What follows belongs to an exercise in optimizing a design on an open flow for small area and a short achievable clock period; a production flow would make more cautious choices.
The RTL of this run was laid out without a check of its function.

<file path="design/flow/design.v">
`timescale 1ns / 1ps
module cordic_stage (clk, reset, X_i, Y_i, Z_i, X_O, Y_O, Z_O);
  input clk;
  input reset;
  input  signed [15:0] X_i;
  input  signed [15:0] Y_i;
  input  signed [15:0] Z_i;
  output signed [15:0] X_O;
  output signed [15:0] Y_O;
  output signed [15:0] Z_O;
  function [15:0] addc;
    input [15:0] a;
    input [15:0] b;
    input        inv;
    input        cin;
    reg   [15:0] bb, p, g, gg, pp, gn, pn;
    integer i, d;
    begin
      bb = b ^ {16{inv}};
      p  = a ^ bb;
      g  = a & bb;
      gg = {g[15:1], g[0] | (p[0] & cin)};
      pp = p;
      for (d = 1; d < 16; d = d * 2) begin
        gn = gg; pn = pp;
        for (i = d; i < 16; i = i + 1) begin
          gn[i] = gg[i] | (pp[i] & gg[i-d]);
          pn[i] = pp[i] & pp[i-d];
        end
        gg = gn; pp = pn;
      end
      addc = p ^ {gg[14:0], cin};
    end
  endfunction
  function [4:0] lowpart;
    input [2:0] w;
    input [3:0] k;
    reg   [3:0] lo;
    begin
      lo = {1'b0, w} + {1'b0, k[2:0]};
      lowpart = {lo[3] & ~k[3], ~lo[3] & k[3], lo[2:0]};
    end
  endfunction
  function [15:0] addlow;
    input [15:0] w;
    input [4:0]  lp;
    reg          ones, zeros;
    integer i;
    begin
      addlow[2:0] = lp[2:0];
      ones = 1'b1; zeros = 1'b1;
      for (i = 3; i < 16; i = i + 1) begin
        addlow[i] = w[i] ^ (lp[4] & ones) ^ (lp[3] & zeros);
        ones  = ones & w[i];
        zeros = zeros & ~w[i];
      end
    end
  endfunction
  reg [16*15-1:0] ws;
  reg [16*15-1:0] vs;
  reg [14:0] q;
  reg        [14:0] z0;      
  reg signed [13:0] z1;
  reg signed [13:0] z2;
  reg signed [12:0] z3;
  reg signed [11:0] z4;
  reg signed [10:0] z5;
  reg signed [9:0]  z6;
  reg signed [8:0]  z7;
  reg signed [7:0]  z8;
  reg signed [6:0]  z9;
  reg signed [5:0]  z10;
  reg signed [4:0]  z11;
  reg signed [3:0]  z12;
  reg signed [2:0]  z13;
  reg signed [1:0]  z14;
  reg               zo;
  reg [15:0] xo, yo;
  wire qi = Z_i[15] ^ Z_i[14];
  always @(posedge clk) begin
    ws[15:0] <= X_i ^ {16{qi}};
    vs[15:0] <= Y_i ^ {16{qi}};
    q[0]     <= qi;
    z0       <= Z_i[14:0];
  end
  wire [13:0] dn;
  assign dn[0]  = z0[14];
  assign dn[1]  = z1[13];
  assign dn[2]  = z2[13];
  assign dn[3]  = z3[12];
  assign dn[4]  = z4[11];
  assign dn[5]  = z5[10];
  assign dn[6]  = z6[9];
  assign dn[7]  = z7[8];
  assign dn[8]  = z8[7];
  assign dn[9]  = z9[6];
  assign dn[10] = z10[5];
  assign dn[11] = z11[4];
  assign dn[12] = z12[3];
  assign dn[13] = z13[2];
  genvar j;
  generate
    for (j = 0; j < 14; j = j + 1) begin : it
      wire signed [15:0] w = ws[16*j +: 16];
      wire signed [15:0] v = vs[16*j +: 16];
      always @(posedge clk) begin
        ws[16*(j+1) +: 16] <= addc(w, v >>> j, ~dn[j], ~dn[j] ^ q[j]);
        vs[16*(j+1) +: 16] <= addc(v, w >>> j, dn[j], dn[j] ^ q[j]);
        q[j+1]             <= q[j];
      end
    end
  endgenerate
  always @(posedge clk) begin
    z1  <= {~z0[13], z0[12:0]};
    z2  <= z1[13]  ? z1  + 14'sd4836 : z1  - 14'sd4836;
    z3  <= z2[13]  ? z2  + 14'sd2555 : z2  - 14'sd2555;
    z4  <= z3[12]  ? z3  + 13'sd1297 : z3  - 13'sd1297;
    z5  <= z4[11]  ? z4  + 12'sd651  : z4  - 12'sd651;
    z6  <= z5[10]  ? z5  + 11'sd326  : z5  - 11'sd326;
    z7  <= z6[9]   ? z6  + 10'sd163  : z6  - 10'sd163;
    z8  <= z7[8]   ? z7  + 9'sd81    : z7  - 9'sd81;
    z9  <= z8[7]   ? z8  + 8'sd41    : z8  - 8'sd41;
    z10 <= z9[6]   ? z9  + 7'sd20    : z9  - 7'sd20;
    z11 <= z10[5]  ? z10 + 6'sd10    : z10 - 6'sd10;
    z12 <= z11[4]  ? z11 + 5'sd5     : z11 - 5'sd5;
    z13 <= z12[3]  ? z12 + 4'sd3     : z12 - 4'sd3;
    z14 <= z13[2]  ? z13 + 3'sd1     : z13 - 3'sd1;
    zo  <= ~z14[0];    
  end
  wire [15:0] w14 = ws[16*14 +: 16];
  wire [15:0] v14 = vs[16*14 +: 16];
  wire        d14 = z14[1];           
  wire        d15 = ~z14[0];          
  wire        qf  = q[14];
  wire signed [3:0] tv = {{2{v14[15]}}, v14[15:14]};    
  wire signed [3:0] tw = {{2{w14[15]}}, w14[15:14]};    
  wire signed [3:0] sw = (tv ^ {4{~d14}}) + {3'd0, ~d14 ^ qf};
  wire signed [3:0] sv = (tw ^ {4{d14}})  + {3'd0, d14 ^ qf};
  wire [15:0] w15 = addlow(w14, lowpart(w14[2:0], sw));
  wire [15:0] v15 = addlow(v14, lowpart(v14[2:0], sv));
  wire        w15s = w15[15];
  wire        v15s = v15[15];
  function signed [3:0] lastk;
    input signed [3:0] s14;
    input              sgn;
    input              inv;
    input              qq;
    reg   signed [3:0] t;
    begin
      t = {4{sgn}} ^ {4{inv}};
      lastk = s14 + t + {3'd0, inv ^ qq} + {3'd0, qq};
    end
  endfunction
  wire [4:0] lx0 = lowpart(w14[2:0], lastk(sw, 1'b0, ~d15, qf));
  wire [4:0] lx1 = lowpart(w14[2:0], lastk(sw, 1'b1, ~d15, qf));
  wire [4:0] ly0 = lowpart(v14[2:0], lastk(sv, 1'b0, d15, qf));
  wire [4:0] ly1 = lowpart(v14[2:0], lastk(sv, 1'b1, d15, qf));
  always @(posedge clk) begin
    xo <= addlow(w14, v15s ? lx1 : lx0);
    yo <= addlow(v14, w15s ? ly1 : ly0);
  end
  assign X_O = xo;
  assign Y_O = yo;
  assign Z_O = {16{zo}};
endmodule
</file>
<file path="design/flow/run.sh">
#!/bin/bash
# synth_recipe.tcl (not shown) runs the flow's synth.tcl, then flattens the netlist and writes it again
# the make line also repeats each setting of config.mk as NAME=value (left out here)
make -C /OpenROAD-flow-scripts/flow DESIGN_CONFIG=/design/flow/config.mk WORK_HOME=/design/flow/orfs CLKGATE_MAP_FILE= SYNTH_SCRIPT=/design/flow/synth_recipe.tcl finish
</file>
<file path="design/flow/config.mk">
export PLATFORM = sky130hd
export DESIGN_NAME = cordic_stage
export DESIGN_NICKNAME = cordic_stage
export VERILOG_FILES = /design/flow/design.v
export SDC_FILE = /design/flow/constraint.sdc
export NUM_CORES = 4
export LEC_CHECK = 0
export CAP_MARGIN = 20
export CORE_MARGIN = 2
export CORE_UTILIZATION = 40
export SLEW_MARGIN = 20
</file>
<file path="design/flow/constraint.sdc">
create_clock -name core_clock -period 3.65 [get_ports {clk}]
set_input_delay 0.7300 -clock core_clock [delete_from_list [all_inputs] [get_ports {clk}]]
set_output_delay 0.7300 -clock core_clock [all_outputs]
set_load 0.01 [all_outputs]
</file>
==> impl_metrics.py <==
metrics = {
    "synth": {
        "seq_area_frac_synth_pct": 33.4,
        "synth_flop_cell": "sky130_fd_sc_hd__dfxtp_1",
        "number_of_synthesized_flops_with_an_enable_pin": 0,
        "yosys_warnings": 1,
        "async_flop_share_pct": 0,
        "postSynthAreaPerCell_um2": 9.59,
        "synth_fp_nets": 4755,
        "postSynthRegisterBits": 661,
        "post_synth_instance_area_um2": 39600,
        "synth_cell_type_count": 73,
        "postSynthCellCount": 4130,
    },
    "sta": {
        "fin_ws_ns": -0.0548,
        "final_period_util_pct": 102,
        "period_minus_ws_final_ns": 3.70,
        "fin_skew_ns": 0.0427,
        "finalHoldViolations": 0,
        "worst_pin_slew_ns": 0.674,
        "setup-tns-final_ns": -0.123,
        "setup_viol": 4,
        "unrepaired_setup_endpoints_after_global_routing": "yes",
        "slew-limit-headroom_pct": 54.8,
        "fmax_mhz": 270,
        "maxSlewViolCount": 0,
    },
    "critical_path": {
        "timing.critical_path.cells": "or3_1 -> and2_4 -> inv_2 -> fa_1 -> inv_2 -> fa_1 -> inv_2 -> ha_4 -> a21o_1 -> a21oi_2 -> and2_4 -> or3b_4 -> a2111oi_4 -> a22oi_2 -> xnor2_1",
        "start_kind": "register",
        "critical-path-slowest-cell": "sky130_fd_sc_hd__fa_1",
        "timing.critical_path.required_ns": 4.17,
        "cp-end-kind": "register",
        "highest_cell_delay_on_the_worst_timing_path_ns": 0.44,
        "critical_path_peak_fanout": 4,
        "most_frequent_cp_cell": "sky130_fd_sc_hd__inv_2",
        "critPathArrivalTime_ns": 4.23,
        "timing.setup.critical_path_class": "register to register",
    },
    "detailed_routing": {
        "avgRoutedWirePerCell_um": 13.7,
        "detail_route.iter0.violations": 1019,
        "drc": 0,
        "drt-vias-per-instance": 4.95,
        "via_count": 28100,
        "firstDrtPassIters": 5,
        "antenna_violating_nets_post_route": 0,
        "drt_wl_total_mm": 77.9,
    },
    "global_routing": {
        "grt_antenna_before_repair": 0,
        "globalRoute.totalOverflow": 0,
        "grt_pass1_vias": 28300,
        "maximum_number_of_pins_on_one_net_before_global_route_repair": 31,
        "total_track_usage_pct": 15.4,
        "first_pass_grt_wire_length_mm": 131,
    },
    "finish": {
        "final_cell_mix": "sky130_fd_sc_hd__dfxtp_1, sky130_fd_sc_hd__xnor2_1, sky130_fd_sc_hd__ha_1, sky130_fd_sc_hd__inv_1, sky130_fd_sc_hd__xor2_1",
        "nets": 4967,
        "final_core_occ_pct": 46.5,
        "final_instance_area_um2": 45700,
        "diodes_inserted": 0,
        "regArea_um2": 13200,
        "area_growth_pct": 15.4,
        "drive_gt1_share_pct": 7.81,
        "mostFrequentLayoutCell": "sky130_fd_sc_hd__dfxtp_1",
        "area_occupied_by_multi_input_gates_um2": 25100,
        "nFillCells": 9409,
    },
    "die": {
        "vertical_die_dimension_um": 319,
        "floorplan.die_area_um2": 102000,
        "io_pins": 98,
        "floorplan.core_area_um2": 98300,
        "num_rows": 115,
        "die-width_um": 319,
        "start_util_pct": 40.3,
    },
    "clock_network": {
        "cts.sink_count": 661,
        "worstSkewPairLatency_ns": 0.65,
        "tritoncts_buffer_count": 81,
        "clk_pin_slew_worst_paths_ns": 0.06,
        "cts.htree.levels": 3,
        "clock_tree.buffer_depth": 3,
        "hold_buffers": 0,
        "cts_root_buffer": "sky130_fd_sc_hd__clkbuf_16",
        "tritoncts": "built",
    },
    "run": {
        "drv.max_cap_violation_count": 0,
    },
    "place": {
        "port-buffer-count": 96,
        "detailed_place.area_um2": 42500,
        "detailedPlace.worstSlack_ns": -0.126,
        "dpl.hpwl_mm": 62.7,
        "final_estimated_routing_congestion_in_global_placement": 0.822,
    },
    "min_path": {
        "worst_hold_path_type": "register to register",
    },
    "status": {
        "so.violations": "setup timing",
        "run_status": "complete, but fails checks",
    },
}
-- layer usage --
layer  up-vias  GRT usage (%)  part of all wire [%]  wire (µm)
met3       163           2.55                   3.4       2650
li1      14700              -                     -          -
met4         0           6.14                   3.3       2590
met2       389           29.9                    53      41100
met5         -              0                     0          0
met1     12900           16.3                    40      31600
-- path summary, 6_finish.rpt --
check | start | end | slack, ns | depth (start not counted)
max | z14[1] | xo[11] | -0.05 | 15
min | z1[0] | z2[0] | 0.32 | 0
min reg2reg | z1[0] | z2[0] | 0.32 | 0
max reg2reg | z14[1] | xo[11] | -0.05 | 15
-- cells in the mapped netlist (25+ instances only) --
cell / number / area (µm²)
sky130_fd_sc_hd__fa_1: 78 / 1560
sky130_fd_sc_hd__or2_2: 34 / 213
sky130_fd_sc_hd__o21ai_0: 148 / 741
sky130_fd_sc_hd__a31oi_1: 38 / 238
sky130_fd_sc_hd__o21bai_1: 28 / 210
sky130_fd_sc_hd__a21boi_0: 25 / 188
sky130_fd_sc_hd__xor2_1: 266 / 2330
sky130_fd_sc_hd__nand2_1: 161 / 604
sky130_fd_sc_hd__a21oi_1: 255 / 1280
sky130_fd_sc_hd__nor2b_1: 61 / 382
sky130_fd_sc_hd__xnor2_1: 543 / 4760
sky130_fd_sc_hd__o211ai_1: 60 / 450
sky130_fd_sc_hd__nor3_1: 73 / 365
sky130_fd_sc_hd__a21o_1: 103 / 773
sky130_fd_sc_hd__dfxtp_1: 661 / 13200
sky130_fd_sc_hd__nor2_1: 190 / 713
sky130_fd_sc_hd__inv_1: 324 / 1220
sky130_fd_sc_hd__o21a_1: 64 / 480
sky130_fd_sc_hd__clkbuf_1: 31 / 116
sky130_fd_sc_hd__o31ai_1: 45 / 338
sky130_fd_sc_hd__or3_1: 55 / 344
sky130_fd_sc_hd__and3_1: 50 / 313
sky130_fd_sc_hd__nand2b_1: 47 / 294
sky130_fd_sc_hd__ha_1: 497 / 6220
sky130_fd_sc_hd__and2_1: 44 / 275
-- cells by family after synthesis --
| kind of cell | share of synthesized area, % |
|---|---|
| flip-flops | 33.4 |
| buffers and inverters | 3.80 |
| XOR/XNOR | 17.9 |
| AND/OR/NAND/NOR | 10.3 |
| adder cells (fa/ha/maj) | 19.6 |
| AO/OA/AOI/OAI | 14.6 |
| multiplexers | 0.268 |
-- registers in the layout, summed over array words and instances, names as in the netlist, 11 cells and up --
signal / count
q: 15
vs: 240
ws: 240
xo: 16
yo: 16
z0: 15
z1: 14
z2: 14
z3: 13
z4: 12
z5: 11
-- through the flow --
| stage | cells | hold WS (ns) |
|---|---|---|
| floorplan | 4130 | 0.310 |
| global placement | 5532 | 0.311 |
| detailed placement | 5532 | 0.313 |
| CTS | 5681 | 0.324 |
| global route | 5689 | 0.325 |
| finish | 5689 | 0.323 |
-- worst max-delay path: cells and delay by family, from the launching register on --
family,cells,cell delay (ns)
flops,1,0.31
simple gates,4,1.06
fa+ha+maj,3,1.05
xor+xnor,1,0.13
compound gates,4,0.81
buf+inv,3,0.23
-- final cells by class --
class                   instances  area share (%)
clock inverters                34            1.17
well taps                    1287            3.52
clock buffers                 109            5.11
flip-flops and latches        661            29.0
repair buffers                190            3.70
inverters                     324            2.66
multi-input cells            3084            54.9
-- repair_timing --
item,CTS,global route
resized for setup,9,36
setup endpoints to repair,7,26
setup buffers,6,8
gates cloned,0,0
pin swaps,14,11

==> re-timing with driven ports <==
No port has a modelled driver above. Below, the same layout with a new extraction and two added sets of constraints.
Step 1, drivers: a clkbuf_16 drives clk and a buf_2 each remaining input, both assumed.
Step 2 adds t to the input delays and takes it off the output delays; t is the mean of the earliest and latest rising clock arrival at the registers after step 1. Input paths then give back, and output paths get back, about the clock's delay inside the block.
a / b / c = ideal ports / drivers / drivers and shift; a / b = the first two.
t (ns): 0.697
slack for setup (ns): -0.055 / -0.055 / -0.055
clock arrival spread, ns: 0.045 / 0.045
worst register clock-pin slew, ns: 0.06 / 0.06
pins driven straight from the clock port: 1
The setup slack of this run moves by 0.000 ns with the drivers and by 0.000 ns with both steps.
